Source: an optimization exercise on an open RTL-to-GDS flow (aim: small area). Production flows keep margins and buffers that such runs may drop.
No functional check of the RTL was part of any run shown here.
Power figures rest on the tool's default switching activity, not on a simulated workload.

==> design/flow/design.v <==
module INTC
(
    input   wire            clk,
    input   wire            rst_n,
    output  wire[31:0]      data_out,
    input   wire[62:0]      set_in,
    input   wire[62:0]      en_in,
    input   wire            reset_in,
    output  wire[30:0]      intc_int_en
);
    reg  [62:0] lat;
    reg  [5:0]  dreg;
    wire [62:0] nxt;
    wire [5:0]  cur;
    wire [63:0] a, na, sp, nsp;
    wire [62:0] q;
    wire        rn;
    INTC_inv u_rn (.a(reset_in), .y(rn));
    INTC_inv u_a1 (.a(lat[0]), .y(na[1]));
    INTC_ornb u_a2 (.a(lat[1]), .bn(na[1]), .y(a[2]));
    INTC_nor2 u_a3 (.a(a[2]), .b(lat[2]), .y(na[3]));
    INTC_ornb u_a4 (.a(lat[3]), .bn(na[3]), .y(a[4]));
    INTC_nor2 u_a5 (.a(a[4]), .b(lat[4]), .y(na[5]));
    INTC_ornb u_a6 (.a(lat[5]), .bn(na[5]), .y(a[6]));
    INTC_nor2 u_a7 (.a(a[6]), .b(lat[6]), .y(na[7]));
    INTC_ornb u_a8 (.a(lat[7]), .bn(na[7]), .y(a[8]));
    INTC_nor2 u_a9 (.a(a[8]), .b(lat[8]), .y(na[9]));
    INTC_ornb u_a10 (.a(lat[9]), .bn(na[9]), .y(a[10]));
    INTC_nor2 u_a11 (.a(a[10]), .b(lat[10]), .y(na[11]));
    INTC_ornb u_a12 (.a(lat[11]), .bn(na[11]), .y(a[12]));
    INTC_nor2 u_a13 (.a(a[12]), .b(lat[12]), .y(na[13]));
    INTC_ornb u_a14 (.a(lat[13]), .bn(na[13]), .y(a[14]));
    INTC_nor2 u_a15 (.a(a[14]), .b(lat[14]), .y(na[15]));
    INTC_nor2 u_a17 (.a(a[16]), .b(lat[16]), .y(na[17]));
    INTC_ornb u_a18 (.a(lat[17]), .bn(na[17]), .y(a[18]));
    INTC_nor2 u_a19 (.a(a[18]), .b(lat[18]), .y(na[19]));
    INTC_ornb u_a20 (.a(lat[19]), .bn(na[19]), .y(a[20]));
    INTC_nor2 u_a21 (.a(a[20]), .b(lat[20]), .y(na[21]));
    INTC_ornb u_a22 (.a(lat[21]), .bn(na[21]), .y(a[22]));
    INTC_nor2 u_a23 (.a(a[22]), .b(lat[22]), .y(na[23]));
    INTC_ornb u_a24 (.a(lat[23]), .bn(na[23]), .y(a[24]));
    INTC_nor2 u_a25 (.a(a[24]), .b(lat[24]), .y(na[25]));
    INTC_ornb u_a26 (.a(lat[25]), .bn(na[25]), .y(a[26]));
    INTC_nor2 u_a27 (.a(a[26]), .b(lat[26]), .y(na[27]));
    INTC_ornb u_a28 (.a(lat[27]), .bn(na[27]), .y(a[28]));
    INTC_nor2 u_a29 (.a(a[28]), .b(lat[28]), .y(na[29]));
    INTC_ornb u_a30 (.a(lat[29]), .bn(na[29]), .y(a[30]));
    INTC_nor2 u_a31 (.a(a[30]), .b(lat[30]), .y(na[31]));
    INTC_nor2 u_a33 (.a(a[32]), .b(lat[32]), .y(na[33]));
    INTC_ornb u_a34 (.a(lat[33]), .bn(na[33]), .y(a[34]));
    INTC_nor2 u_a35 (.a(a[34]), .b(lat[34]), .y(na[35]));
    INTC_ornb u_a36 (.a(lat[35]), .bn(na[35]), .y(a[36]));
    INTC_nor2 u_a37 (.a(a[36]), .b(lat[36]), .y(na[37]));
    INTC_ornb u_a38 (.a(lat[37]), .bn(na[37]), .y(a[38]));
    INTC_nor2 u_a39 (.a(a[38]), .b(lat[38]), .y(na[39]));
    INTC_nor2 u_a41 (.a(a[40]), .b(lat[40]), .y(na[41]));
    INTC_ornb u_a42 (.a(lat[41]), .bn(na[41]), .y(a[42]));
    INTC_nor2 u_a43 (.a(a[42]), .b(lat[42]), .y(na[43]));
    INTC_ornb u_a44 (.a(lat[43]), .bn(na[43]), .y(a[44]));
    INTC_nor2 u_a45 (.a(a[44]), .b(lat[44]), .y(na[45]));
    INTC_ornb u_a46 (.a(lat[45]), .bn(na[45]), .y(a[46]));
    INTC_nor2 u_a47 (.a(a[46]), .b(lat[46]), .y(na[47]));
    INTC_nor2 u_a49 (.a(a[48]), .b(lat[48]), .y(na[49]));
    INTC_ornb u_a50 (.a(lat[49]), .bn(na[49]), .y(a[50]));
    INTC_nor2 u_a51 (.a(a[50]), .b(lat[50]), .y(na[51]));
    INTC_ornb u_a52 (.a(lat[51]), .bn(na[51]), .y(a[52]));
    INTC_nor2 u_a53 (.a(a[52]), .b(lat[52]), .y(na[53]));
    INTC_ornb u_a54 (.a(lat[53]), .bn(na[53]), .y(a[54]));
    INTC_nor2 u_a55 (.a(a[54]), .b(lat[54]), .y(na[55]));
    INTC_nor2 u_a57 (.a(a[56]), .b(lat[56]), .y(na[57]));
    INTC_ornb u_a58 (.a(lat[57]), .bn(na[57]), .y(a[58]));
    INTC_nor2 u_a59 (.a(a[58]), .b(lat[58]), .y(na[59]));
    INTC_ornb u_a60 (.a(lat[59]), .bn(na[59]), .y(a[60]));
    INTC_nor2 u_a61 (.a(a[60]), .b(lat[60]), .y(na[61]));
    INTC_ornb u_a62 (.a(lat[61]), .bn(na[61]), .y(a[62]));
    INTC_nor2 u_a63 (.a(a[62]), .b(lat[62]), .y(na[63]));
    assign sp[1] = set_in[0];
    INTC_nor2 u_s2 (.a(sp[1]), .b(set_in[1]), .y(nsp[2]));
    INTC_ornb u_s3 (.a(set_in[2]), .bn(nsp[2]), .y(sp[3]));
    INTC_nor2 u_s4 (.a(sp[3]), .b(set_in[3]), .y(nsp[4]));
    INTC_ornb u_s5 (.a(set_in[4]), .bn(nsp[4]), .y(sp[5]));
    INTC_nor2 u_s6 (.a(sp[5]), .b(set_in[5]), .y(nsp[6]));
    INTC_ornb u_s7 (.a(set_in[6]), .bn(nsp[6]), .y(sp[7]));
    INTC_nor2 u_s8 (.a(sp[7]), .b(set_in[7]), .y(nsp[8]));
    INTC_ornb u_s9 (.a(set_in[8]), .bn(nsp[8]), .y(sp[9]));
    INTC_nor2 u_s10 (.a(sp[9]), .b(set_in[9]), .y(nsp[10]));
    INTC_ornb u_s11 (.a(set_in[10]), .bn(nsp[10]), .y(sp[11]));
    INTC_nor2 u_s12 (.a(sp[11]), .b(set_in[11]), .y(nsp[12]));
    INTC_ornb u_s13 (.a(set_in[12]), .bn(nsp[12]), .y(sp[13]));
    INTC_nor2 u_s14 (.a(sp[13]), .b(set_in[13]), .y(nsp[14]));
    INTC_ornb u_s15 (.a(set_in[14]), .bn(nsp[14]), .y(sp[15]));
    INTC_ornb u_s17 (.a(set_in[16]), .bn(nsp[16]), .y(sp[17]));
    INTC_nor2 u_s18 (.a(sp[17]), .b(set_in[17]), .y(nsp[18]));
    INTC_ornb u_s19 (.a(set_in[18]), .bn(nsp[18]), .y(sp[19]));
    INTC_nor2 u_s20 (.a(sp[19]), .b(set_in[19]), .y(nsp[20]));
    INTC_ornb u_s21 (.a(set_in[20]), .bn(nsp[20]), .y(sp[21]));
    INTC_nor2 u_s22 (.a(sp[21]), .b(set_in[21]), .y(nsp[22]));
    INTC_ornb u_s23 (.a(set_in[22]), .bn(nsp[22]), .y(sp[23]));
    INTC_nor2 u_s24 (.a(sp[23]), .b(set_in[23]), .y(nsp[24]));
    INTC_ornb u_s25 (.a(set_in[24]), .bn(nsp[24]), .y(sp[25]));
    INTC_nor2 u_s26 (.a(sp[25]), .b(set_in[25]), .y(nsp[26]));
    INTC_ornb u_s27 (.a(set_in[26]), .bn(nsp[26]), .y(sp[27]));
    INTC_nor2 u_s28 (.a(sp[27]), .b(set_in[27]), .y(nsp[28]));
    INTC_ornb u_s29 (.a(set_in[28]), .bn(nsp[28]), .y(sp[29]));
    INTC_nor2 u_s30 (.a(sp[29]), .b(set_in[29]), .y(nsp[30]));
    INTC_ornb u_s31 (.a(set_in[30]), .bn(nsp[30]), .y(sp[31]));
    INTC_ornb u_s33 (.a(set_in[32]), .bn(nsp[32]), .y(sp[33]));
    INTC_nor2 u_s34 (.a(sp[33]), .b(set_in[33]), .y(nsp[34]));
    INTC_ornb u_s35 (.a(set_in[34]), .bn(nsp[34]), .y(sp[35]));
    INTC_nor2 u_s36 (.a(sp[35]), .b(set_in[35]), .y(nsp[36]));
    INTC_ornb u_s37 (.a(set_in[36]), .bn(nsp[36]), .y(sp[37]));
    INTC_nor2 u_s38 (.a(sp[37]), .b(set_in[37]), .y(nsp[38]));
    INTC_ornb u_s39 (.a(set_in[38]), .bn(nsp[38]), .y(sp[39]));
    INTC_ornb u_s41 (.a(set_in[40]), .bn(nsp[40]), .y(sp[41]));
    INTC_nor2 u_s42 (.a(sp[41]), .b(set_in[41]), .y(nsp[42]));
    INTC_ornb u_s43 (.a(set_in[42]), .bn(nsp[42]), .y(sp[43]));
    INTC_nor2 u_s44 (.a(sp[43]), .b(set_in[43]), .y(nsp[44]));
    INTC_ornb u_s45 (.a(set_in[44]), .bn(nsp[44]), .y(sp[45]));
    INTC_nor2 u_s46 (.a(sp[45]), .b(set_in[45]), .y(nsp[46]));
    INTC_ornb u_s47 (.a(set_in[46]), .bn(nsp[46]), .y(sp[47]));
    INTC_ornb u_s49 (.a(set_in[48]), .bn(nsp[48]), .y(sp[49]));
    INTC_nor2 u_s50 (.a(sp[49]), .b(set_in[49]), .y(nsp[50]));
    INTC_ornb u_s51 (.a(set_in[50]), .bn(nsp[50]), .y(sp[51]));
    INTC_nor2 u_s52 (.a(sp[51]), .b(set_in[51]), .y(nsp[52]));
    INTC_ornb u_s53 (.a(set_in[52]), .bn(nsp[52]), .y(sp[53]));
    INTC_nor2 u_s54 (.a(sp[53]), .b(set_in[53]), .y(nsp[54]));
    INTC_ornb u_s55 (.a(set_in[54]), .bn(nsp[54]), .y(sp[55]));
    INTC_ornb u_s57 (.a(set_in[56]), .bn(nsp[56]), .y(sp[57]));
    INTC_nor2 u_s58 (.a(sp[57]), .b(set_in[57]), .y(nsp[58]));
    INTC_ornb u_s59 (.a(set_in[58]), .bn(nsp[58]), .y(sp[59]));
    INTC_nor2 u_s60 (.a(sp[59]), .b(set_in[59]), .y(nsp[60]));
    INTC_ornb u_s61 (.a(set_in[60]), .bn(nsp[60]), .y(sp[61]));
    INTC_nor2 u_s62 (.a(sp[61]), .b(set_in[61]), .y(nsp[62]));
    INTC_or16 u_skip_a16 (.v(lat[15:0]), .y(a[16]));
    INTC_orc16 u_skip_a32 (.c(a[16]), .v(lat[31:16]), .y(a[32]));
    INTC_orc8 u_skip_a40 (.c(a[32]), .v(lat[39:32]), .y(a[40]));
    INTC_orc8 u_skip_a48 (.c(a[40]), .v(lat[47:40]), .y(a[48]));
    INTC_orc8 u_skip_a56 (.c(a[48]), .v(lat[55:48]), .y(a[56]));
    INTC_nor16 u_skip_s16 (.v(set_in[15:0]), .y(nsp[16]));
    INTC_norc16 u_skip_s32 (.cn(nsp[16]), .v(set_in[31:16]), .y(nsp[32]));
    INTC_norc8 u_skip_s40 (.cn(nsp[32]), .v(set_in[39:32]), .y(nsp[40]));
    INTC_norc8 u_skip_s48 (.cn(nsp[40]), .v(set_in[47:40]), .y(nsp[48]));
    INTC_norc8 u_skip_s56 (.cn(nsp[48]), .v(set_in[55:48]), .y(nsp[56]));
    INTC_bit_0 u_b0 (.s(set_in[0]), .e(en_in[0]), .l(lat[0]), .rn(rn), .nxt(nxt[0]));
    INTC_nor2 u_q1 (.a(a[2]), .b(sp[1]), .y(q[1]));
    INTC_bit_o u_b1 (.s(set_in[1]), .e(en_in[1]), .l(lat[1]), .r(reset_in), .na_i(na[1]), .q(q[1]), .nxt(nxt[1]));
    INTC_bit_en u_b2 (.s(set_in[2]), .e(en_in[2]), .l(lat[2]), .rn(rn), .a_i(a[2]), .na_o(na[3]), .nsp_i(nsp[2]), .nxt(nxt[2]));
    INTC_nor2 u_q3 (.a(a[4]), .b(sp[3]), .y(q[3]));
    INTC_bit_o u_b3 (.s(set_in[3]), .e(en_in[3]), .l(lat[3]), .r(reset_in), .na_i(na[3]), .q(q[3]), .nxt(nxt[3]));
    INTC_bit_en u_b4 (.s(set_in[4]), .e(en_in[4]), .l(lat[4]), .rn(rn), .a_i(a[4]), .na_o(na[5]), .nsp_i(nsp[4]), .nxt(nxt[4]));
    INTC_nor2 u_q5 (.a(a[6]), .b(sp[5]), .y(q[5]));
    INTC_bit_o u_b5 (.s(set_in[5]), .e(en_in[5]), .l(lat[5]), .r(reset_in), .na_i(na[5]), .q(q[5]), .nxt(nxt[5]));
    INTC_bit_en u_b6 (.s(set_in[6]), .e(en_in[6]), .l(lat[6]), .rn(rn), .a_i(a[6]), .na_o(na[7]), .nsp_i(nsp[6]), .nxt(nxt[6]));
    INTC_nor2 u_q7 (.a(a[8]), .b(sp[7]), .y(q[7]));
    INTC_bit_o u_b7 (.s(set_in[7]), .e(en_in[7]), .l(lat[7]), .r(reset_in), .na_i(na[7]), .q(q[7]), .nxt(nxt[7]));
    INTC_bit_en u_b8 (.s(set_in[8]), .e(en_in[8]), .l(lat[8]), .rn(rn), .a_i(a[8]), .na_o(na[9]), .nsp_i(nsp[8]), .nxt(nxt[8]));
    INTC_nor2 u_q9 (.a(a[10]), .b(sp[9]), .y(q[9]));
    INTC_bit_o u_b9 (.s(set_in[9]), .e(en_in[9]), .l(lat[9]), .r(reset_in), .na_i(na[9]), .q(q[9]), .nxt(nxt[9]));
    INTC_bit_en u_b10 (.s(set_in[10]), .e(en_in[10]), .l(lat[10]), .rn(rn), .a_i(a[10]), .na_o(na[11]), .nsp_i(nsp[10]), .nxt(nxt[10]));
    INTC_nor2 u_q11 (.a(a[12]), .b(sp[11]), .y(q[11]));
    INTC_bit_o u_b11 (.s(set_in[11]), .e(en_in[11]), .l(lat[11]), .r(reset_in), .na_i(na[11]), .q(q[11]), .nxt(nxt[11]));
    INTC_bit_en u_b12 (.s(set_in[12]), .e(en_in[12]), .l(lat[12]), .rn(rn), .a_i(a[12]), .na_o(na[13]), .nsp_i(nsp[12]), .nxt(nxt[12]));
    INTC_nor2 u_q13 (.a(a[14]), .b(sp[13]), .y(q[13]));
    INTC_bit_o u_b13 (.s(set_in[13]), .e(en_in[13]), .l(lat[13]), .r(reset_in), .na_i(na[13]), .q(q[13]), .nxt(nxt[13]));
    INTC_bit_en u_b14 (.s(set_in[14]), .e(en_in[14]), .l(lat[14]), .rn(rn), .a_i(a[14]), .na_o(na[15]), .nsp_i(nsp[14]), .nxt(nxt[14]));
    INTC_nor2 u_q15 (.a(a[16]), .b(sp[15]), .y(q[15]));
    INTC_bit_o u_b15 (.s(set_in[15]), .e(en_in[15]), .l(lat[15]), .r(reset_in), .na_i(na[15]), .q(q[15]), .nxt(nxt[15]));
    INTC_bit_en u_b16 (.s(set_in[16]), .e(en_in[16]), .l(lat[16]), .rn(rn), .a_i(a[16]), .na_o(na[17]), .nsp_i(nsp[16]), .nxt(nxt[16]));
    INTC_nor2 u_q17 (.a(a[18]), .b(sp[17]), .y(q[17]));
    INTC_bit_o u_b17 (.s(set_in[17]), .e(en_in[17]), .l(lat[17]), .r(reset_in), .na_i(na[17]), .q(q[17]), .nxt(nxt[17]));
    INTC_bit_en u_b18 (.s(set_in[18]), .e(en_in[18]), .l(lat[18]), .rn(rn), .a_i(a[18]), .na_o(na[19]), .nsp_i(nsp[18]), .nxt(nxt[18]));
    INTC_nor2 u_q19 (.a(a[20]), .b(sp[19]), .y(q[19]));
    INTC_bit_o u_b19 (.s(set_in[19]), .e(en_in[19]), .l(lat[19]), .r(reset_in), .na_i(na[19]), .q(q[19]), .nxt(nxt[19]));
    INTC_bit_en u_b20 (.s(set_in[20]), .e(en_in[20]), .l(lat[20]), .rn(rn), .a_i(a[20]), .na_o(na[21]), .nsp_i(nsp[20]), .nxt(nxt[20]));
    INTC_nor2 u_q21 (.a(a[22]), .b(sp[21]), .y(q[21]));
    INTC_bit_o u_b21 (.s(set_in[21]), .e(en_in[21]), .l(lat[21]), .r(reset_in), .na_i(na[21]), .q(q[21]), .nxt(nxt[21]));
    INTC_bit_en u_b22 (.s(set_in[22]), .e(en_in[22]), .l(lat[22]), .rn(rn), .a_i(a[22]), .na_o(na[23]), .nsp_i(nsp[22]), .nxt(nxt[22]));
    INTC_nor2 u_q23 (.a(a[24]), .b(sp[23]), .y(q[23]));
    INTC_bit_o u_b23 (.s(set_in[23]), .e(en_in[23]), .l(lat[23]), .r(reset_in), .na_i(na[23]), .q(q[23]), .nxt(nxt[23]));
    INTC_bit_en u_b24 (.s(set_in[24]), .e(en_in[24]), .l(lat[24]), .rn(rn), .a_i(a[24]), .na_o(na[25]), .nsp_i(nsp[24]), .nxt(nxt[24]));
    INTC_nor2 u_q25 (.a(a[26]), .b(sp[25]), .y(q[25]));
    INTC_bit_o u_b25 (.s(set_in[25]), .e(en_in[25]), .l(lat[25]), .r(reset_in), .na_i(na[25]), .q(q[25]), .nxt(nxt[25]));
    INTC_bit_en u_b26 (.s(set_in[26]), .e(en_in[26]), .l(lat[26]), .rn(rn), .a_i(a[26]), .na_o(na[27]), .nsp_i(nsp[26]), .nxt(nxt[26]));
    INTC_nor2 u_q27 (.a(a[28]), .b(sp[27]), .y(q[27]));
    INTC_bit_o u_b27 (.s(set_in[27]), .e(en_in[27]), .l(lat[27]), .r(reset_in), .na_i(na[27]), .q(q[27]), .nxt(nxt[27]));
    INTC_bit_en u_b28 (.s(set_in[28]), .e(en_in[28]), .l(lat[28]), .rn(rn), .a_i(a[28]), .na_o(na[29]), .nsp_i(nsp[28]), .nxt(nxt[28]));
    INTC_nor2 u_q29 (.a(a[30]), .b(sp[29]), .y(q[29]));
    INTC_bit_o u_b29 (.s(set_in[29]), .e(en_in[29]), .l(lat[29]), .r(reset_in), .na_i(na[29]), .q(q[29]), .nxt(nxt[29]));
    INTC_bit_en u_b30 (.s(set_in[30]), .e(en_in[30]), .l(lat[30]), .rn(rn), .a_i(a[30]), .na_o(na[31]), .nsp_i(nsp[30]), .nxt(nxt[30]));
    INTC_nor2 u_q31 (.a(a[32]), .b(sp[31]), .y(q[31]));
    INTC_bit_o u_b31 (.s(set_in[31]), .e(en_in[31]), .l(lat[31]), .r(reset_in), .na_i(na[31]), .q(q[31]), .nxt(nxt[31]));
    INTC_bit_e u_b32 (.s(set_in[32]), .e(en_in[32]), .l(lat[32]), .rn(rn), .a_i(a[32]), .na_o(na[33]), .nsp_i(nsp[32]), .nxt(nxt[32]), .q(q[32]));
    INTC_nor2 u_q33 (.a(a[34]), .b(sp[33]), .y(q[33]));
    INTC_bit_o u_b33 (.s(set_in[33]), .e(en_in[33]), .l(lat[33]), .r(reset_in), .na_i(na[33]), .q(q[33]), .nxt(nxt[33]));
    INTC_bit_e u_b34 (.s(set_in[34]), .e(en_in[34]), .l(lat[34]), .rn(rn), .a_i(a[34]), .na_o(na[35]), .nsp_i(nsp[34]), .nxt(nxt[34]), .q(q[34]));
    INTC_nor2 u_q35 (.a(a[36]), .b(sp[35]), .y(q[35]));
    INTC_bit_o u_b35 (.s(set_in[35]), .e(en_in[35]), .l(lat[35]), .r(reset_in), .na_i(na[35]), .q(q[35]), .nxt(nxt[35]));
    INTC_bit_e u_b36 (.s(set_in[36]), .e(en_in[36]), .l(lat[36]), .rn(rn), .a_i(a[36]), .na_o(na[37]), .nsp_i(nsp[36]), .nxt(nxt[36]), .q(q[36]));
    INTC_nor2 u_q37 (.a(a[38]), .b(sp[37]), .y(q[37]));
    INTC_bit_o u_b37 (.s(set_in[37]), .e(en_in[37]), .l(lat[37]), .r(reset_in), .na_i(na[37]), .q(q[37]), .nxt(nxt[37]));
    INTC_bit_e u_b38 (.s(set_in[38]), .e(en_in[38]), .l(lat[38]), .rn(rn), .a_i(a[38]), .na_o(na[39]), .nsp_i(nsp[38]), .nxt(nxt[38]), .q(q[38]));
    INTC_nor2 u_q39 (.a(a[40]), .b(sp[39]), .y(q[39]));
    INTC_bit_o u_b39 (.s(set_in[39]), .e(en_in[39]), .l(lat[39]), .r(reset_in), .na_i(na[39]), .q(q[39]), .nxt(nxt[39]));
    INTC_bit_e u_b40 (.s(set_in[40]), .e(en_in[40]), .l(lat[40]), .rn(rn), .a_i(a[40]), .na_o(na[41]), .nsp_i(nsp[40]), .nxt(nxt[40]), .q(q[40]));
    INTC_nor2 u_q41 (.a(a[42]), .b(sp[41]), .y(q[41]));
    INTC_bit_o u_b41 (.s(set_in[41]), .e(en_in[41]), .l(lat[41]), .r(reset_in), .na_i(na[41]), .q(q[41]), .nxt(nxt[41]));
    INTC_bit_e u_b42 (.s(set_in[42]), .e(en_in[42]), .l(lat[42]), .rn(rn), .a_i(a[42]), .na_o(na[43]), .nsp_i(nsp[42]), .nxt(nxt[42]), .q(q[42]));
    INTC_nor2 u_q43 (.a(a[44]), .b(sp[43]), .y(q[43]));
    INTC_bit_o u_b43 (.s(set_in[43]), .e(en_in[43]), .l(lat[43]), .r(reset_in), .na_i(na[43]), .q(q[43]), .nxt(nxt[43]));
    INTC_bit_e u_b44 (.s(set_in[44]), .e(en_in[44]), .l(lat[44]), .rn(rn), .a_i(a[44]), .na_o(na[45]), .nsp_i(nsp[44]), .nxt(nxt[44]), .q(q[44]));
    INTC_nor2 u_q45 (.a(a[46]), .b(sp[45]), .y(q[45]));
    INTC_bit_o u_b45 (.s(set_in[45]), .e(en_in[45]), .l(lat[45]), .r(reset_in), .na_i(na[45]), .q(q[45]), .nxt(nxt[45]));
    INTC_bit_e u_b46 (.s(set_in[46]), .e(en_in[46]), .l(lat[46]), .rn(rn), .a_i(a[46]), .na_o(na[47]), .nsp_i(nsp[46]), .nxt(nxt[46]), .q(q[46]));
    INTC_nor2 u_q47 (.a(a[48]), .b(sp[47]), .y(q[47]));
    INTC_bit_o u_b47 (.s(set_in[47]), .e(en_in[47]), .l(lat[47]), .r(reset_in), .na_i(na[47]), .q(q[47]), .nxt(nxt[47]));
    INTC_bit_e u_b48 (.s(set_in[48]), .e(en_in[48]), .l(lat[48]), .rn(rn), .a_i(a[48]), .na_o(na[49]), .nsp_i(nsp[48]), .nxt(nxt[48]), .q(q[48]));
    INTC_nor2 u_q49 (.a(a[50]), .b(sp[49]), .y(q[49]));
    INTC_bit_o u_b49 (.s(set_in[49]), .e(en_in[49]), .l(lat[49]), .r(reset_in), .na_i(na[49]), .q(q[49]), .nxt(nxt[49]));
    INTC_bit_e u_b50 (.s(set_in[50]), .e(en_in[50]), .l(lat[50]), .rn(rn), .a_i(a[50]), .na_o(na[51]), .nsp_i(nsp[50]), .nxt(nxt[50]), .q(q[50]));
    INTC_nor2 u_q51 (.a(a[52]), .b(sp[51]), .y(q[51]));
    INTC_bit_o u_b51 (.s(set_in[51]), .e(en_in[51]), .l(lat[51]), .r(reset_in), .na_i(na[51]), .q(q[51]), .nxt(nxt[51]));
    INTC_bit_e u_b52 (.s(set_in[52]), .e(en_in[52]), .l(lat[52]), .rn(rn), .a_i(a[52]), .na_o(na[53]), .nsp_i(nsp[52]), .nxt(nxt[52]), .q(q[52]));
    INTC_nor2 u_q53 (.a(a[54]), .b(sp[53]), .y(q[53]));
    INTC_bit_o u_b53 (.s(set_in[53]), .e(en_in[53]), .l(lat[53]), .r(reset_in), .na_i(na[53]), .q(q[53]), .nxt(nxt[53]));
    INTC_bit_e u_b54 (.s(set_in[54]), .e(en_in[54]), .l(lat[54]), .rn(rn), .a_i(a[54]), .na_o(na[55]), .nsp_i(nsp[54]), .nxt(nxt[54]), .q(q[54]));
    INTC_nor2 u_q55 (.a(a[56]), .b(sp[55]), .y(q[55]));
    INTC_bit_o u_b55 (.s(set_in[55]), .e(en_in[55]), .l(lat[55]), .r(reset_in), .na_i(na[55]), .q(q[55]), .nxt(nxt[55]));
    INTC_bit_e u_b56 (.s(set_in[56]), .e(en_in[56]), .l(lat[56]), .rn(rn), .a_i(a[56]), .na_o(na[57]), .nsp_i(nsp[56]), .nxt(nxt[56]), .q(q[56]));
    INTC_nor2 u_q57 (.a(a[58]), .b(sp[57]), .y(q[57]));
    INTC_bit_o u_b57 (.s(set_in[57]), .e(en_in[57]), .l(lat[57]), .r(reset_in), .na_i(na[57]), .q(q[57]), .nxt(nxt[57]));
    INTC_bit_e u_b58 (.s(set_in[58]), .e(en_in[58]), .l(lat[58]), .rn(rn), .a_i(a[58]), .na_o(na[59]), .nsp_i(nsp[58]), .nxt(nxt[58]), .q(q[58]));
    INTC_nor2 u_q59 (.a(a[60]), .b(sp[59]), .y(q[59]));
    INTC_bit_o u_b59 (.s(set_in[59]), .e(en_in[59]), .l(lat[59]), .r(reset_in), .na_i(na[59]), .q(q[59]), .nxt(nxt[59]));
    INTC_bit_e u_b60 (.s(set_in[60]), .e(en_in[60]), .l(lat[60]), .rn(rn), .a_i(a[60]), .na_o(na[61]), .nsp_i(nsp[60]), .nxt(nxt[60]), .q(q[60]));
    INTC_nor2 u_q61 (.a(a[62]), .b(sp[61]), .y(q[61]));
    INTC_bit_o u_b61 (.s(set_in[61]), .e(en_in[61]), .l(lat[61]), .r(reset_in), .na_i(na[61]), .q(q[61]), .nxt(nxt[61]));
    INTC_bit_e u_b62 (.s(set_in[62]), .e(en_in[62]), .l(lat[62]), .rn(rn), .a_i(a[62]), .na_o(na[63]), .nsp_i(nsp[62]), .nxt(nxt[62]), .q(q[62]));
    INTC_enc u_enc (
        .na1(na[1]),
        .a2(a[2]),
        .na3(na[3]),
        .a4(a[4]),
        .na5(na[5]),
        .a6(a[6]),
        .na7(na[7]),
        .a8(a[8]),
        .na9(na[9]),
        .a10(a[10]),
        .na11(na[11]),
        .a12(a[12]),
        .na13(na[13]),
        .a14(a[14]),
        .na15(na[15]),
        .a16(a[16]),
        .na17(na[17]),
        .a18(a[18]),
        .na19(na[19]),
        .a20(a[20]),
        .na21(na[21]),
        .a22(a[22]),
        .na23(na[23]),
        .a24(a[24]),
        .na25(na[25]),
        .a26(a[26]),
        .na27(na[27]),
        .a28(a[28]),
        .na29(na[29]),
        .a30(a[30]),
        .na31(na[31]),
        .a32(a[32]),
        .na33(na[33]),
        .a34(a[34]),
        .na35(na[35]),
        .a36(a[36]),
        .na37(na[37]),
        .a38(a[38]),
        .na39(na[39]),
        .a40(a[40]),
        .na41(na[41]),
        .a42(a[42]),
        .na43(na[43]),
        .a44(a[44]),
        .na45(na[45]),
        .a46(a[46]),
        .na47(na[47]),
        .a48(a[48]),
        .na49(na[49]),
        .a50(a[50]),
        .na51(na[51]),
        .a52(a[52]),
        .na53(na[53]),
        .a54(a[54]),
        .na55(na[55]),
        .a56(a[56]),
        .na57(na[57]),
        .a58(a[58]),
        .na59(na[59]),
        .a60(a[60]),
        .na61(na[61]),
        .a62(a[62]),
        .na63(na[63]),
        .cur(cur)
    );
    always @(posedge clk, negedge rst_n) begin
        if (!rst_n) begin
            lat  <= 63'd0;
            dreg <= 6'b111100;
        end else begin
            lat  <= nxt;
            dreg <= cur;
        end
    end
    wire [5:0] d;
    assign d[5] = dreg[5];
    assign d[4] = dreg[4];
    assign d[3] = dreg[3];
    assign d[2] = dreg[2];
    INTC_xor2 u_d1 (.a(d[2]), .b(dreg[1]), .y(d[1]));
    INTC_xor2 u_d0 (.a(d[1]), .b(dreg[0]), .y(d[0]));
    assign data_out = {26'd0, d};
    assign intc_int_en = q[62:32];
endmodule
module INTC_inv (input wire a, output wire y);
    assign y = ~a;
endmodule
module INTC_buf (input wire a, output wire y);
    assign y = a;
endmodule
module INTC_xor2 (input wire a, input wire b, output wire y);
    assign y = a ^ b;
endmodule
module INTC_nor2 (input wire a, input wire b, output wire y);
    assign y = ~(a | b);
endmodule
module INTC_ornb (input wire a, input wire bn, output wire y);
    assign y = a | ~bn;
endmodule
module INTC_or #(parameter W = 2) (input wire[W-1:0] v, output wire y);
    assign y = |v;
endmodule
module INTC_nor16 (input wire[15:0] v, output wire y);
    assign y = ~(|v);
endmodule
module INTC_norc8 (input wire cn, input wire[7:0] v, output wire y);
    wire n0, n1;
    INTC_nor4 u_n0 (.v(v[3:0]), .y(n0));
    INTC_nor4 u_n1 (.v(v[7:4]), .y(n1));
    INTC_and3 u_y (.a(cn), .b(n0), .c(n1), .y(y));
endmodule
module INTC_norc16 (input wire cn, input wire[15:0] v, output wire y);
    wire [3:0] n;
    wire g;
    INTC_nor4 u_n0 (.v(v[3:0]), .y(n[0]));
    INTC_nor4 u_n1 (.v(v[7:4]), .y(n[1]));
    INTC_nor4 u_n2 (.v(v[11:8]), .y(n[2]));
    INTC_nor4 u_n3 (.v(v[15:12]), .y(n[3]));
    INTC_nand4 u_g (.v(n), .y(g));
    INTC_andnb u_y (.a(cn), .bn(g), .y(y));
endmodule
module INTC_or16 (input wire[15:0] v, output wire y);
    assign y = |v;
endmodule
module INTC_orc8 (input wire c, input wire[7:0] v, output wire y);
    assign y = c | (|v);
endmodule
module INTC_orc16 (input wire c, input wire[15:0] v, output wire y);
    assign y = c | (|v);
endmodule
module INTC_nor4 (input wire[3:0] v, output wire y);
    assign y = ~(|v);
endmodule
module INTC_nand4 (input wire[3:0] v, output wire y);
    assign y = ~(&v);
endmodule
module INTC_and3 (input wire a, input wire b, input wire c, output wire y);
    assign y = a & b & c;
endmodule
module INTC_andnb (input wire a, input wire bn, output wire y);
    assign y = a & ~bn;
endmodule
module INTC_bit_0 (input wire s, input wire e, input wire l, input wire rn, output wire nxt);
    assign nxt = (l & rn) | (s & e & ~l);
endmodule
module INTC_bit_en (input wire s, input wire e, input wire l, input wire rn,
                    input wire a_i, input wire na_o, input wire nsp_i, output wire nxt);
    assign nxt = (l & (a_i | rn)) | (s & e & na_o & nsp_i);
endmodule
module INTC_bit_e (input wire s, input wire e, input wire l, input wire rn,
                   input wire a_i, input wire na_o, input wire nsp_i, output wire nxt, output wire q);
    assign q = na_o & nsp_i;
    assign nxt = (l & (a_i | rn)) | (s & e & q);
endmodule
module INTC_bit_o (input wire s, input wire e, input wire l, input wire r,
                   input wire na_i, input wire q, output wire nxt);
    assign nxt = (l & ~(na_i & r)) | (s & e & q);
endmodule
module INTC_enc (input wire na1, input wire a2, input wire na3, input wire a4, input wire na5, input wire a6, input wire na7, input wire a8, input wire na9, input wire a10, input wire na11, input wire a12, input wire na13, input wire a14, input wire na15, input wire a16, input wire na17, input wire a18, input wire na19, input wire a20, input wire na21, input wire a22, input wire na23, input wire a24, input wire na25, input wire a26, input wire na27, input wire a28, input wire na29, input wire a30, input wire na31, input wire a32, input wire na33, input wire a34, input wire na35, input wire a36, input wire na37, input wire a38, input wire na39, input wire a40, input wire na41, input wire a42, input wire na43, input wire a44, input wire na45, input wire a46, input wire na47, input wire a48, input wire na49, input wire a50, input wire na51, input wire a52, input wire na53, input wire a54, input wire na55, input wire a56, input wire na57, input wire a58, input wire na59, input wire a60, input wire na61, input wire a62, input wire na63, output wire[5:0] cur);
    wire [64:0] t;
    assign t[0] = 1'b0;
    assign t[64] = 1'b1;
    assign t[1] = ~na1;
    assign t[2] = a2;
    assign t[3] = ~na3;
    assign t[4] = a4;
    assign t[5] = ~na5;
    assign t[6] = a6;
    assign t[7] = ~na7;
    assign t[8] = a8;
    assign t[9] = ~na9;
    assign t[10] = a10;
    assign t[11] = ~na11;
    assign t[12] = a12;
    assign t[13] = ~na13;
    assign t[14] = a14;
    assign t[15] = ~na15;
    assign t[16] = a16;
    assign t[17] = ~na17;
    assign t[18] = a18;
    assign t[19] = ~na19;
    assign t[20] = a20;
    assign t[21] = ~na21;
    assign t[22] = a22;
    assign t[23] = ~na23;
    assign t[24] = a24;
    assign t[25] = ~na25;
    assign t[26] = a26;
    assign t[27] = ~na27;
    assign t[28] = a28;
    assign t[29] = ~na29;
    assign t[30] = a30;
    assign t[31] = ~na31;
    assign t[32] = a32;
    assign t[33] = ~na33;
    assign t[34] = a34;
    assign t[35] = ~na35;
    assign t[36] = a36;
    assign t[37] = ~na37;
    assign t[38] = a38;
    assign t[39] = ~na39;
    assign t[40] = a40;
    assign t[41] = ~na41;
    assign t[42] = a42;
    assign t[43] = ~na43;
    assign t[44] = a44;
    assign t[45] = ~na45;
    assign t[46] = a46;
    assign t[47] = ~na47;
    assign t[48] = a48;
    assign t[49] = ~na49;
    assign t[50] = a50;
    assign t[51] = ~na51;
    assign t[52] = a52;
    assign t[53] = ~na53;
    assign t[54] = a54;
    assign t[55] = ~na55;
    assign t[56] = a56;
    assign t[57] = ~na57;
    assign t[58] = a58;
    assign t[59] = ~na59;
    assign t[60] = a60;
    assign t[61] = ~na61;
    assign t[62] = a62;
    assign t[63] = ~na63;
    assign cur[0] = (~t[1] & t[3]) | (~t[5] & t[7]) | (~t[9] & t[11]) | (~t[13] & t[15]) | (~t[17] & t[19]) | (~t[21] & t[23]) | (~t[25] & t[27]) | (~t[29] & t[31]) | (~t[33] & t[35]) | (~t[37] & t[39]) | (~t[41] & t[43]) | (~t[45] & t[47]) | (~t[49] & t[51]) | (~t[53] & t[55]) | (~t[57] & t[59]) | (~t[61] & t[63]);
    assign cur[1] = (~t[2] & t[6]) | (~t[10] & t[14]) | (~t[18] & t[22]) | (~t[26] & t[30]) | (~t[34] & t[38]) | (~t[42] & t[46]) | (~t[50] & t[54]) | (~t[58] & t[62]);
    assign cur[2] = (~t[4] & t[8]) | (~t[12] & t[16]) | (~t[20] & t[24]) | (~t[28] & t[32]) | (~t[36] & t[40]) | (~t[44] & t[48]) | (~t[52] & t[56]) | (~t[60] & t[64]);
    assign cur[3] = (~t[8] & t[16]) | (~t[24] & t[32]) | (~t[40] & t[48]) | (~t[56] & t[64]);
    assign cur[4] = (~t[16] & t[32]) | (~t[48] & t[64]);
    assign cur[5] = (~t[32] & t[64]);
endmodule
==> design/flow/flow/run.sh <==
#!/bin/bash
# Standard layout, with three changes: after the standard synthesis every
# combinational cell is set to its smallest drive strength (the later repair
# steps size up what timing needs), ports get the smallest buffer, and the
# clock tree uses small buffers without dummy loads.
set -euo pipefail
export BUFFER_PORTS_ARGS="-buffer_cell sky130_fd_sc_hd__buf_1"
export CTS_ARGS="-sink_clustering_enable -repair_clock_nets -buf_list sky130_fd_sc_hd__clkbuf_4 -dont_use_dummy_load"
R=orfs/results/$FLOW_PLATFORM/INTC/base
bash standard.sh synth > synth.log 2>&1
IN_ODB=$R/1_synth.odb OUT_ODB=$R/1_synth.odb openroad -no_init -exit flow/downsize.tcl > downsize.log 2>&1
touch $R/1_synth.sdc
bash standard.sh > standard.log 2>&1
==> design/flow/flow/downsize.tcl <==
# Replace every combinational cell by the smallest-area cell of the same
# function family (same base name, other drive strength). Timing repair in
# the later steps sizes up what the timing needs.
read_db $::env(IN_ODB)
set areas {}
foreach lib [[ord::get_db] getLibs] {
  foreach mm [$lib getMasters] {
    dict set areas [$mm getName] [expr {[$mm getWidth] * [$mm getHeight] / 1.0e6}]
  }
}
set block [ord::get_db_block]
set n 0
set saved 0.0
foreach inst [$block getInsts] {
  set m [[$inst getMaster] getName]
  if {![regexp {^(sky130_fd_sc_hd__)([a-z0-9]+)_([0-9]+)$} $m -> pre base drv]} { continue }
  if {[regexp {^(df|sdf|edf|dl|sed|conb|buf|clk|tap|fill|decap|diode|lpflow|probe)} $base]} { continue }
  set best $m
  set besta [dict get $areas $m]
  foreach d {0 1 2 4} {
    set c "${pre}${base}_$d"
    if {[dict exists $areas $c] && [dict get $areas $c] < $besta - 1e-6} {
      set dm [[ord::get_db] findMaster $c]
      if {$dm != "NULL"} { set best $c; set besta [dict get $areas $c] }
    }
  }
  if {$best != $m} {
    set saved [expr {$saved + [dict get $areas $m] - $besta}]
    $inst swapMaster [[ord::get_db] findMaster $best]
    incr n
  }
}
puts "downsize: $n cells resized, [format %.1f $saved] um2 saved"
write_db $::env(OUT_ODB)
==> design/flow/standard.sh <==
#!/bin/bash
# synth_recipe.tcl (not shown) runs the flow's synth.tcl, then flattens the netlist and writes it again
# the make line also repeats each setting of config.mk as NAME=value (left out here)
make -C /OpenROAD-flow-scripts/flow DESIGN_CONFIG=/design/flow/config.mk WORK_HOME=/design/flow/orfs CLKGATE_MAP_FILE= SYNTH_SCRIPT=/design/flow/synth_recipe.tcl "${@:-finish}"
==> design/flow/config.mk <==
export PLATFORM = sky130hd
export DESIGN_NAME = INTC
export DESIGN_NICKNAME = INTC
export VERILOG_FILES = /design/flow/design.v
export SDC_FILE = /design/flow/constraint.sdc
export NUM_CORES = 4
export LEC_CHECK = 0
export CAP_MARGIN = 20
export CORE_AREA = 3 3 87 87
export DIE_AREA = 0 0 90 90
export PLACE_DENSITY = 0.8
export SLEW_MARGIN = 20
export SYNTH_HIERARCHICAL = 1
==> design/flow/constraint.sdc <==
create_clock -name core_clock -period 6.5 [get_ports {clk}]
set_input_delay 1.3000 -clock core_clock [delete_from_list [all_inputs] [get_ports {clk}]]
set_output_delay 1.3000 -clock core_clock [all_outputs]
set_load 0.01 [all_outputs]
==> results of run 1 <==
## metrics by stage
| stage | setup TNS, ps | util, % |
|---|---|---|
| after floorplan | 0 | - |
| after global placement | 0 | 73.21 |
| after detailed placement | 0 | 73.21 |
| after CTS | 0 | 74.35 |
| after global routing | -4.874 | 75.71 |
| final | 0 | 75.71 |
## cell type report
| class | instances | area, µm² |
|---|---|---|
| Sequential cell | 69 | 1732 |
| Fill cell | 556 | 1604 |
| Multi-Input combinational cell | 421 | 2313 |
| Timing Repair Buffer | 176 | 703.2 |
| Clock buffer | 9 | 67.56 |
| Tap cell | 93 | 116.4 |
| Inverter | 18 | 67.56 |
## placed cells by master, fill, tap and decap left out, drive strengths merged, types with 4 or more instances in the layout
cell     instances
a32o            31
nor4            24
a2111oi          4
clkbuf           9
o21ai           33
dfrtp           65
nor2            92
o22ai            4
nand4           35
and2            16
nand2           64
dfstp            4
buf            176
nand2b          59
nor2b           14
inv             18
conb            26
## worst paths after layout
check / cells after the start / slack, ps / endpoint / startpoint
max reg2reg: 21 / 1450 / dreg[0] / lat[11]
max: 18 / 470 / intc_int_en[22] / lat[11]
min reg2reg: 1 / 500 / lat[31] / lat[31]
min: 1 / 500 / lat[31] / lat[31]
min in group asynchronous: 2 / 1110 / lat[13] / rst_n
max in group asynchronous: 2 / 4820 / lat[36] / rst_n
## power by group
part | internal, mW | leakage [nW] | switching, mW
clock | 0.0644 | 0.0414 | 0.131
combinational | 0.123 | 1.30 | 0.269
sequential | 0.448 | 0.938 | 0.00928
total | 0.636 | 2.28 | 0.409
## flip-flops by register name, indices dropped and copies added, names as in the netlist
name  cells
lat      63
dreg      6
## critical path: stages, from the launching register on
cell	delay, ps
dfrtp_1	410
nor4_1	340
nand4_1	130
buf_4	190
or4_1	630
nor4_2	180
nand3_1	190
nor4_1	200
nand3_1	160
buf_4	190
nor2_1	220
nand2b_1	190
nor2_2	230
nand2b_1	160
nor2_2	200
nand2b_1	150
nor2_1	240
and2_1	160
buf_1	150
## metal layers
layer / GRT usage (%) / vias to the layer above / wire (µm)
met3: 5.593 / 26 / 1064
li1: - / 2145 / -
met4: 11.48 / 0 / 270
met1: 39.64 / 2181 / 5302
met2: 51.03 / 260 / 6269
met5: 0 / - / 0
## what timing repair did
action                                  in CTS  in global routing
endpoints found under the setup margin       1                  5
endpoints found under the hold margin        0                  0
pin swaps                                    1                  2
gates resized for setup                      0                 10
setup buffers                                1                  7
==> results.cfg, run 1 <==
[timing]
max_freq_mhz = 165.8
min_period_ps = 6030
timing.hold.ws_ps = 502.3
worst_slew_pin_slew_ps = 1169
setup_violations = 0
fin_skew_ps = 33.51
slew-limit-headroom_pct = 21.98
hold_viol = 0
fin_ws_ps = 470.0
slew_violations = 0
finalCritPeriodShare_pct = 92.77

[cts]
clkTransAtPathRegs_ps = 90
cts_max_level = 3
cts.sinks = 69
cts_buffer_depth = 2
cts_hold_buf = 0
cts_tree = built
clock_latency_ps = 410
cts_buffers = 9
root_buffer = clkbuf_4

[floorplan]
fp.dieH_um = 90
start_util_pct = 67.22
die_w_um = 90
core-area_mm2 = 0.006604
io_pins = 192
die-area_mm2 = 0.008100
rows = 29

[drt]
first_iter_violations = 301
vias = 4612
vias_per_cell = 5.868
post_drt_wl_per_cell_um = 16.42
dr.pass1.iters = 5
wl_um = 12910
drc_errors = 0
ant_nets = 0

[global_route]
antenna_found_initial = 0
grt_use_total_pct = 30.54
grt_overflow_total = 0
grt_start_max_net_pins = 70
grt_pass1_vias = 4401
grt_pass1_wl_um = 20260

[layout]
final_nets = 824
finalInstanceArea_mm2 = 0.005000
drive_gt1_share_pct = 4.762
area_growth_pct = 12.63
instances_no_fill = 786
antenna_cells = 0

[power_and_ir_drop]
power.density_mw_per_mm2 = 209.1
power_mw = 1.045
ir_drop_v = 0.0001147
leakagePower_nw = 2.280

[placed_design]
dpl_cell_area_mm2 = 0.004835
hpwlAfterDp_um = 10070
place.port_buffers = 165
pre_cts_ws_ps = 309.3
gp_congestion = 0.8730
dp_cells = 769

[worst_setup_path]
worstSetupPathType = reg -> out
cp.required_ps = 5200
start_kind = register
cp_max_fo = 7
critical_path_arrival_ps = 4730
endpoint_kind = output pin

[run_status]
status = no timing/DRC/antenna violations

[run]
drv_cap = 0

[synth]
synthCells = 544
synth_area_mm2 = 0.004439
syn-mean-instance-area_um2 = 8.160
ys_warn_count = 7

[min_path]
hold_class = reg -> reg
==> run 2, diff against run 1 <==
--- a/design/flow/flow/run.sh
+++ b/design/flow/flow/run.sh
@@ -6,5 +6,5 @@
 set -euo pipefail
 export BUFFER_PORTS_ARGS="-buffer_cell sky130_fd_sc_hd__buf_1"
-export CTS_ARGS="-sink_clustering_enable -repair_clock_nets -buf_list sky130_fd_sc_hd__clkbuf_4 -dont_use_dummy_load"
+export CTS_ARGS="-sink_clustering_enable -repair_clock_nets -buf_list sky130_fd_sc_hd__clkbuf_8 -sink_clustering_size 35 -sink_clustering_max_diameter 150 -dont_use_dummy_load"
 R=orfs/results/$FLOW_PLATFORM/INTC/base
 bash standard.sh synth > synth.log 2>&1
==> results.cfg, run 2 <==
[power_and_ir_drop]
power_mw = 1.106
leakagePower_nw = 2.301
ir_drop_v = 0.0001393
power.density_mw_per_mm2 = 218.9

[cts]
root_buffer = clkbuf_8
clkTransAtPathRegs_ps = 50
cts_tree = built
cts_buffer_depth = 2
cts.sinks = 69
cts_hold_buf = 0
clock_latency_ps = 340
cts_max_level = 3
cts_buffers = 9

[worst_setup_path]
worstSetupPathType = reg -> out
endpoint_kind = output pin
start_kind = register
cp_max_fo = 7
cp.required_ps = 5200
critical_path_arrival_ps = 4770

[layout]
drive_gt1_share_pct = 4.486
mostFrequentLayoutCells = 164 x buf_1, 87 x nor2_1, 65 x dfrtp_1
area_growth_pct = 13.87
reg_top3 = lat (63), dreg (6)
largest-register = lat
antenna_cells = 0
largest_reg_flops = 63
multi_input_area_mm2 = 0.002307
area.sequential_mm2 = 0.001732
nFillCells = 543
final_nets = 822
layout_commonest_cell = buf_1
finalInstanceArea_mm2 = 0.005055

[floorplan]
core-area_mm2 = 0.006604
start_util_pct = 67.22
die-area_mm2 = 0.008100
fp.dieH_um = 90
die_w_um = 90
rows = 29
io_pins = 192

[global_route]
grt_use_total_pct = 30.63
grt_pass1_vias = 4450
grt_overflow_total = 0
antenna_found_initial = 0
grt_pass1_wl_um = 20400
grt_start_max_net_pins = 70

[timing]
hold_viol = 0
setup_violations = 0
min_period_ps = 6065
slew-limit-headroom_pct = 41.60
slew_violations = 0
fin_ws_ps = 434.9
max_freq_mhz = 164.9
timing.hold.ws_ps = 505.6
finalCritPeriodShare_pct = 93.31
fin_skew_ps = 19.09
tns_ps = 0
worst_slew_pin_slew_ps = 875.9

[placed_design]
pre_cts_ws_ps = 309.3
gp_congestion = 0.8730
hpwlAfterDp_um = 10070
place.port_buffers = 165
dpl_cell_area_mm2 = 0.004835

[drt]
drc_errors = 0
first_iter_violations = 449
ant_nets = 0
dr.pass1.iters = 6
post_drt_wl_per_cell_um = 16.59
vias_per_cell = 5.895
wl_um = 13010
vias = 4622

[synth]
synthCells = 544
ys_warn_count = 7
syn-mean-instance-area_um2 = 8.160
synth_area_mm2 = 0.004439

[run_status]
status = no timing/DRC/antenna violations

[run]
drv_cap = 0

[min_path]
hold_class = reg -> reg
==> run 2: cell type report <==
class                           count  area share [%]
Clock buffer                        9           2.450
Tap cell                           93           2.302
Inverter                           18           1.337
Sequential cell                    69           34.26
Timing Repair Buffer              174           14.01
Multi-Input combinational cell    421           45.64
==> run 2: final timing paths <==
path,startpoint,endpoint,slack [ps],depth (start not counted)
max in group asynchronous,rst_n,dreg[1],4760,2
max reg2reg,lat[4],dreg[0],1420,21
min reg2reg,lat[31],lat[31],510,1
min,lat[31],lat[31],510,1
min in group asynchronous,rst_n,lat[13],1180,2
max,lat[4],intc_int_en[22],430,18
==> run 2: per-layer routing <==
layer | vias to the layer above | share of wire, % | GRT usage (%) | wire length, µm
met4 | 0 | 2.4 | 12.88 | 306
met1 | 2182 | 41 | 39.35 | 5357
met2 | 266 | 48 | 51.65 | 6250
met5 | - | 0 | 0 | 0
li1 | 2142 | - | - | -
met3 | 32 | 8.4 | 4.674 | 1093
==> run 2: per-stage QoR <==
step	utilization [%]	std cells
finish	76.54	784
global route	76.54	784
CTS	75.20	779
detailed placement	73.21	769
global placement	73.21	769
floorplan	-	569
==> run 2: critical path, stage by stage, from the launching register on <==
cell	delay (ps)
dfrtp_1	390
nor4_1	340
nand4_1	140
buf_4	190
or4_1	630
nor4_2	190
nand3_1	180
nor4_2	200
nand3_1	180
buf_4	200
nor2_1	230
nand2b_1	190
nor2_2	230
nand2b_1	150
nor2_1	260
nand2b_1	170
nor2_1	250
and2_1	160
buf_1	150
==> run 2: power breakdown <==
group / internal [mW] / switching, mW / total, mW
clock: 0.123 / 0.138 / 0.261
sequential: 0.449 / 0.00942 / 0.458
combinational: 0.118 / 0.269 / 0.387
==> run 2: what timing repair did <==
item                       4_1_cts  5_1_grt
gates resized for setup          0        8
setup endpoints to repair        1        5
pin swaps                        1        2
setup buffers                    1        4
==> run 3, diff against run 2 <==
--- a/design/flow/design.v
+++ b/design/flow/design.v
@@ -16,4 +16,5 @@
     wire [62:0] q;
     wire        rn;
+    wire [13:0] ga, gs;
     INTC_inv u_rn (.a(reset_in), .y(rn));
     INTC_inv u_a1 (.a(lat[0]), .y(na[1]));
@@ -24,5 +25,4 @@
     INTC_ornb u_a6 (.a(lat[5]), .bn(na[5]), .y(a[6]));
     INTC_nor2 u_a7 (.a(a[6]), .b(lat[6]), .y(na[7]));
-    INTC_ornb u_a8 (.a(lat[7]), .bn(na[7]), .y(a[8]));
     INTC_nor2 u_a9 (.a(a[8]), .b(lat[8]), .y(na[9]));
     INTC_ornb u_a10 (.a(lat[9]), .bn(na[9]), .y(a[10]));
@@ -39,5 +39,4 @@
     INTC_ornb u_a22 (.a(lat[21]), .bn(na[21]), .y(a[22]));
     INTC_nor2 u_a23 (.a(a[22]), .b(lat[22]), .y(na[23]));
-    INTC_ornb u_a24 (.a(lat[23]), .bn(na[23]), .y(a[24]));
     INTC_nor2 u_a25 (.a(a[24]), .b(lat[24]), .y(na[25]));
     INTC_ornb u_a26 (.a(lat[25]), .bn(na[25]), .y(a[26]));
@@ -82,5 +81,4 @@
     INTC_nor2 u_s6 (.a(sp[5]), .b(set_in[5]), .y(nsp[6]));
     INTC_ornb u_s7 (.a(set_in[6]), .bn(nsp[6]), .y(sp[7]));
-    INTC_nor2 u_s8 (.a(sp[7]), .b(set_in[7]), .y(nsp[8]));
     INTC_ornb u_s9 (.a(set_in[8]), .bn(nsp[8]), .y(sp[9]));
     INTC_nor2 u_s10 (.a(sp[9]), .b(set_in[9]), .y(nsp[10]));
@@ -97,5 +95,4 @@
     INTC_nor2 u_s22 (.a(sp[21]), .b(set_in[21]), .y(nsp[22]));
     INTC_ornb u_s23 (.a(set_in[22]), .bn(nsp[22]), .y(sp[23]));
-    INTC_nor2 u_s24 (.a(sp[23]), .b(set_in[23]), .y(nsp[24]));
     INTC_ornb u_s25 (.a(set_in[24]), .bn(nsp[24]), .y(sp[25]));
     INTC_nor2 u_s26 (.a(sp[25]), .b(set_in[25]), .y(nsp[26]));
@@ -132,14 +129,46 @@
     INTC_ornb u_s61 (.a(set_in[60]), .bn(nsp[60]), .y(sp[61]));
     INTC_nor2 u_s62 (.a(sp[61]), .b(set_in[61]), .y(nsp[62]));
-    INTC_or16 u_skip_a16 (.v(lat[15:0]), .y(a[16]));
-    INTC_orc16 u_skip_a32 (.c(a[16]), .v(lat[31:16]), .y(a[32]));
-    INTC_orc8 u_skip_a40 (.c(a[32]), .v(lat[39:32]), .y(a[40]));
-    INTC_orc8 u_skip_a48 (.c(a[40]), .v(lat[47:40]), .y(a[48]));
-    INTC_orc8 u_skip_a56 (.c(a[48]), .v(lat[55:48]), .y(a[56]));
-    INTC_nor16 u_skip_s16 (.v(set_in[15:0]), .y(nsp[16]));
-    INTC_norc16 u_skip_s32 (.cn(nsp[16]), .v(set_in[31:16]), .y(nsp[32]));
-    INTC_norc8 u_skip_s40 (.cn(nsp[32]), .v(set_in[39:32]), .y(nsp[40]));
-    INTC_norc8 u_skip_s48 (.cn(nsp[40]), .v(set_in[47:40]), .y(nsp[48]));
-    INTC_norc8 u_skip_s56 (.cn(nsp[48]), .v(set_in[55:48]), .y(nsp[56]));
+    INTC_nor4 u_la00 (.v(lat[3:0]), .y(ga[0]));
+    INTC_nor4 u_ls00 (.v(set_in[3:0]), .y(gs[0]));
+    INTC_nor4 u_la01 (.v(lat[7:4]), .y(ga[1]));
+    INTC_nor4 u_ls01 (.v(set_in[7:4]), .y(gs[1]));
+    INTC_nor4 u_la10 (.v(lat[11:8]), .y(ga[2]));
+    INTC_nor4 u_ls10 (.v(set_in[11:8]), .y(gs[2]));
+    INTC_nor4 u_la11 (.v(lat[15:12]), .y(ga[3]));
+    INTC_nor4 u_ls11 (.v(set_in[15:12]), .y(gs[3]));
+    INTC_nor4 u_la20 (.v(lat[19:16]), .y(ga[4]));
+    INTC_nor4 u_ls20 (.v(set_in[19:16]), .y(gs[4]));
+    INTC_nor4 u_la21 (.v(lat[23:20]), .y(ga[5]));
+    INTC_nor4 u_ls21 (.v(set_in[23:20]), .y(gs[5]));
+    INTC_nor4 u_la30 (.v(lat[27:24]), .y(ga[6]));
+    INTC_nor4 u_ls30 (.v(set_in[27:24]), .y(gs[6]));
+    INTC_nor4 u_la31 (.v(lat[31:28]), .y(ga[7]));
+    INTC_nor4 u_ls31 (.v(set_in[31:28]), .y(gs[7]));
+    INTC_nor4 u_la40 (.v(lat[35:32]), .y(ga[8]));
+    INTC_nor4 u_ls40 (.v(set_in[35:32]), .y(gs[8]));
+    INTC_nor4 u_la41 (.v(lat[39:36]), .y(ga[9]));
+    INTC_nor4 u_ls41 (.v(set_in[39:36]), .y(gs[9]));
+    INTC_nor4 u_la50 (.v(lat[43:40]), .y(ga[10]));
+    INTC_nor4 u_ls50 (.v(set_in[43:40]), .y(gs[10]));
+    INTC_nor4 u_la51 (.v(lat[47:44]), .y(ga[11]));
+    INTC_nor4 u_ls51 (.v(set_in[47:44]), .y(gs[11]));
+    INTC_nor4 u_la60 (.v(lat[51:48]), .y(ga[12]));
+    INTC_nor4 u_ls60 (.v(set_in[51:48]), .y(gs[12]));
+    INTC_nor4 u_la61 (.v(lat[55:52]), .y(ga[13]));
+    INTC_nor4 u_ls61 (.v(set_in[55:52]), .y(gs[13]));
+    INTC_nand2 u_skip_a8 (.a(ga[0]), .b(ga[1]), .y(a[8]));
+    INTC_nand4 u_skip_a16 (.v(ga[3:0]), .y(a[16]));
+    INTC_and2 u_skip_s8 (.a(gs[0]), .b(gs[1]), .y(nsp[8]));
+    INTC_and4 u_skip_s16 (.v(gs[3:0]), .y(nsp[16]));
+    INTC_ornand2 u_skip_a24 (.c(a[16]), .a(ga[4]), .b(ga[5]), .y(a[24]));
+    INTC_and3 u_skip_s24 (.a(nsp[16]), .b(gs[4]), .c(gs[5]), .y(nsp[24]));
+    INTC_ornand2 u_skip_a32 (.c(a[24]), .a(ga[6]), .b(ga[7]), .y(a[32]));
+    INTC_and3 u_skip_s32 (.a(nsp[24]), .b(gs[6]), .c(gs[7]), .y(nsp[32]));
+    INTC_ornand2 u_skip_a40 (.c(a[32]), .a(ga[8]), .b(ga[9]), .y(a[40]));
+    INTC_and3 u_skip_s40 (.a(nsp[32]), .b(gs[8]), .c(gs[9]), .y(nsp[40]));
+    INTC_ornand2 u_skip_a48 (.c(a[40]), .a(ga[10]), .b(ga[11]), .y(a[48]));
+    INTC_and3 u_skip_s48 (.a(nsp[40]), .b(gs[10]), .c(gs[11]), .y(nsp[48]));
+    INTC_ornand2 u_skip_a56 (.c(a[48]), .a(ga[12]), .b(ga[13]), .y(a[56]));
+    INTC_and3 u_skip_s56 (.a(nsp[48]), .b(gs[12]), .c(gs[13]), .y(nsp[56]));
     INTC_bit_0 u_b0 (.s(set_in[0]), .e(en_in[0]), .l(lat[0]), .rn(rn), .nxt(nxt[0]));
     INTC_nor2 u_q1 (.a(a[2]), .b(sp[1]), .y(q[1]));
@@ -316,6 +345,6 @@
     assign d[3] = dreg[3];
     assign d[2] = dreg[2];
-    INTC_xor2 u_d1 (.a(d[2]), .b(dreg[1]), .y(d[1]));
-    INTC_xor2 u_d0 (.a(d[1]), .b(dreg[0]), .y(d[0]));
+    assign d[1] = d[2] ^ dreg[1];
+    assign d[0] = d[1] ^ dreg[0];
     assign data_out = {26'd0, d};
     assign intc_int_en = q[62:32];
@@ -327,44 +356,4 @@
     assign y = a;
 endmodule
-module INTC_xor2 (input wire a, input wire b, output wire y);
-    assign y = a ^ b;
-endmodule
-module INTC_nor2 (input wire a, input wire b, output wire y);
-    assign y = ~(a | b);
-endmodule
-module INTC_ornb (input wire a, input wire bn, output wire y);
-    assign y = a | ~bn;
-endmodule
-module INTC_or #(parameter W = 2) (input wire[W-1:0] v, output wire y);
-    assign y = |v;
-endmodule
-module INTC_nor16 (input wire[15:0] v, output wire y);
-    assign y = ~(|v);
-endmodule
-module INTC_norc8 (input wire cn, input wire[7:0] v, output wire y);
-    wire n0, n1;
-    INTC_nor4 u_n0 (.v(v[3:0]), .y(n0));
-    INTC_nor4 u_n1 (.v(v[7:4]), .y(n1));
-    INTC_and3 u_y (.a(cn), .b(n0), .c(n1), .y(y));
-endmodule
-module INTC_norc16 (input wire cn, input wire[15:0] v, output wire y);
-    wire [3:0] n;
-    wire g;
-    INTC_nor4 u_n0 (.v(v[3:0]), .y(n[0]));
-    INTC_nor4 u_n1 (.v(v[7:4]), .y(n[1]));
-    INTC_nor4 u_n2 (.v(v[11:8]), .y(n[2]));
-    INTC_nor4 u_n3 (.v(v[15:12]), .y(n[3]));
-    INTC_nand4 u_g (.v(n), .y(g));
-    INTC_andnb u_y (.a(cn), .bn(g), .y(y));
-endmodule
-module INTC_or16 (input wire[15:0] v, output wire y);
-    assign y = |v;
-endmodule
-module INTC_orc8 (input wire c, input wire[7:0] v, output wire y);
-    assign y = c | (|v);
-endmodule
-module INTC_orc16 (input wire c, input wire[15:0] v, output wire y);
-    assign y = c | (|v);
-endmodule
 module INTC_nor4 (input wire[3:0] v, output wire y);
     assign y = ~(|v);
@@ -373,9 +362,27 @@
     assign y = ~(&v);
 endmodule
+module INTC_and4 (input wire[3:0] v, output wire y);
+    assign y = &v;
+endmodule
+module INTC_nand2 (input wire a, input wire b, output wire y);
+    assign y = ~(a & b);
+endmodule
+module INTC_and2 (input wire a, input wire b, output wire y);
+    assign y = a & b;
+endmodule
 module INTC_and3 (input wire a, input wire b, input wire c, output wire y);
     assign y = a & b & c;
 endmodule
-module INTC_andnb (input wire a, input wire bn, output wire y);
-    assign y = a & ~bn;
+module INTC_ornand2 (input wire c, input wire a, input wire b, output wire y);
+    assign y = c | ~(a & b);
+endmodule
+module INTC_nor2 (input wire a, input wire b, output wire y);
+    assign y = ~(a | b);
+endmodule
+module INTC_ornb (input wire a, input wire bn, output wire y);
+    assign y = a | ~bn;
+endmodule
+module INTC_or #(parameter W = 2) (input wire[W-1:0] v, output wire y);
+    assign y = |v;
 endmodule
 module INTC_bit_0 (input wire s, input wire e, input wire l, input wire rn, output wire nxt);
--- a/design/flow/flow/run.sh
+++ b/design/flow/flow/run.sh
@@ -6,5 +6,5 @@
 set -euo pipefail
 export BUFFER_PORTS_ARGS="-buffer_cell sky130_fd_sc_hd__buf_1"
-export CTS_ARGS="-sink_clustering_enable -repair_clock_nets -buf_list sky130_fd_sc_hd__clkbuf_8 -sink_clustering_size 35 -sink_clustering_max_diameter 150 -dont_use_dummy_load"
+export CTS_ARGS="-sink_clustering_enable -repair_clock_nets -buf_list {sky130_fd_sc_hd__clkbuf_4 sky130_fd_sc_hd__clkbuf_8} -dont_use_dummy_load"
 R=orfs/results/$FLOW_PLATFORM/INTC/base
 bash standard.sh synth > synth.log 2>&1
==> results.cfg, run 3 <==
[cts]
cts_resized = 0
cts_max_level = 3
cts_buffer_depth = 2
clkTransAtPathRegs_ps = 70
cts_buffers = 9
root_buffer = clkbuf_8
cts.sinks = 69
cts_tree = built
clock_latency_ps = 340
cts_hold_buf = 0
postCtsSetupRepairBufs = 0

[layout]
antenna_cells = 0
layout_commonest_cell = buf_1
mostFrequentLayoutCells = 164 x buf_1, 82 x nor2_1, 65 x nand2_1, 65 x dfrtp_1, 57 x nand2b_1
drive_gt1_share_pct = 3.235
area_growth_pct = 12.04
reg_top3 = lat (63), dreg (6)
final_nets = 811
largest-register = lat
largest_reg_flops = 63

[power_and_ir_drop]
power_mw = 1.096
power.density_mw_per_mm2 = 220.0
combPwrFrac_pct = 33.7
switchingPower_mw = 0.4131
clkPwrFrac_pct = 24.3
ir_drop_v = 0.0001380
p_int_mw = 0.6831
pwr-share-seq_pct = 42.0
leakagePower_nw = 2.276
sw_frac_of_total_pct = 37.68

[run_status]
status = no timing/DRC/antenna violations

[timing]
tns_ps = 0
rsz0062_at_grt = no
finalCritPeriodShare_pct = 92.80
fin_ws_ps = 468.2
slew-limit-headroom_pct = 28.95
worst_slew_pin_slew_ps = 1059
fin_skew_ps = 22.97
hold_viol = 0
max_freq_mhz = 165.8
timing.hold.ws_ps = 489.0
setup_violations = 0
min_period_ps = 6032
slew_violations = 0

[worst_setup_path]
endpoint_kind = output pin
worstSetupPathType = reg -> out
start_kind = register
path_cells = nor4_1 -> nand4_1 -> buf_4 -> nand3b_1 -> nand3b_1 -> nand3b_1 -> nand3b_1 -> nor2_1 -> nand2b_1 -> nor2_2 -> nand2b_1 -> nor2_1 -> nand2b_1 -> nor2_1 -> and2_1 -> buf_1
timing.critical_path.buf_inv = 2
cp_top_family = simple AND/OR/NAND/NOR gates
critical_path_arrival_ps = 4730
cp_max_fo = 7
crit_slowest_cell = dfrtp_1
max_stage_delay_ps = 390
crit_top_cell = nand3b_1
cp.required_ps = 5200

[drt]
top_layer = met4
dr.pass1.iters = 5
first_iter_violations = 270
post_drt_wl_per_cell_um = 16.87
drt-met1-wl_um = 5360
met2WireLength_um = 6167
met3_length_um = 1272
drc_errors = 0
wl_um = 13040
ant_nets = 0
vias_per_cell = 5.917
vias = 4574

[synth]
syn-mean-instance-area_um2 = 8.252
synth_area_mm2 = 0.004448
ys_warn_count = 7
synthCells = 539

[global_route]
antenna_found_initial = 0
grt_use_total_pct = 32.02
grt_start_max_net_pins = 70
grt_overflow_total = 0
grt_pass1_vias = 4521
grt_pass1_wl_um = 21260

[placed_design]
pre_cts_ws_ps = 677.5
place.port_buffers = 165
hpwlAfterDp_um = 10260
gp_congestion = 0.9337

[min_path]
hold_class = reg -> reg

[floorplan]
start_util_pct = 67.36
die_w_um = 90
fp.dieH_um = 90
rows = 29
io_pins = 192
core-area_mm2 = 0.006604
die-area_mm2 = 0.008100

[run]
drv_cap = 0
run 3: through the flow:
step	utilization (%)	instance area, µm²	std cells
after floorplan	-	4542	564
after global routing	75.46	4984	773
after detailed placement	73.34	4843	764
after global placement	73.34	4843	764
final	75.46	4984	773
after CTS	75.22	4967	773
run 3: cell type report:
class                   instances  area (µm²)
fillers                       524        1620
clock buffers                   9       123.9
inverters                      18       67.56
multi-input cells             416        2301
well taps                      93       116.4
repair buffers                168       643.1
flip-flops and latches         69        1732
run 3: power by group through the flow:
stage	logic [mW]	registers [mW]	clock network, mW
after floorplan	0.240	0.463	0
after global placement	0.351	0.466	0
after detailed placement	0.359	0.467	0
after CTS	0.360	0.459	0.268
after global routing	0.411	0.460	0.285
final	0.369	0.460	0.267
run 3: path summary, 6_finish.rpt:
kind / start / slack (ps) / end / cells past startpoint
max reg2reg: lat[1] / 1560 / dreg[0] / 17
min reg2reg: lat[61] / 490 / lat[61] / 1
min in group asynchronous: rst_n / 1150 / lat[6] / 2
min: lat[61] / 490 / lat[61] / 1
max in group asynchronous: rst_n / 4760 / lat[49] / 2
max: lat[1] / 470 / intc_int_en[22] / 16
run 3: routing by layer:
metal,vias up,track usage [%]
met3,26,7.346
li1,2114,-
met1,2148,41.62
met5,-,0
met2,286,53.27
met4,0,9.949

-- afterwards: timing with drivers on the ports --
In the flow no input, the clock included, has a driving cell. The finished layouts below were timed again as built, in two steps. Step 1 assumes that a clkbuf_16 drives the clock port and a buf_2 every other input. Step 2 times the ports against the registers' clock, not the clock port: input delays grow and output delays shrink by t, the midpoint of the rising clock arrivals with the driver on. a / b / c = ideal / step 1 / step 2; a / b = the first two.
run	shift t [ns]	setup slack, ns	hold slack, ns	slew at the worst register clock pin (ns)
run 1	0.420	0.470 / 0.441 / 0.846	0.502 / 0.502 / 0.502	0.11 / 0.11
run 2	0.359	0.435 / 0.404 / 0.763	0.506 / 0.506 / 0.506	0.07 / 0.07
run 3	0.365	0.468 / 0.434 / 0.705	0.489 / 0.489 / 0.489	0.08 / 0.08
After both steps every run listed still meets setup and hold.
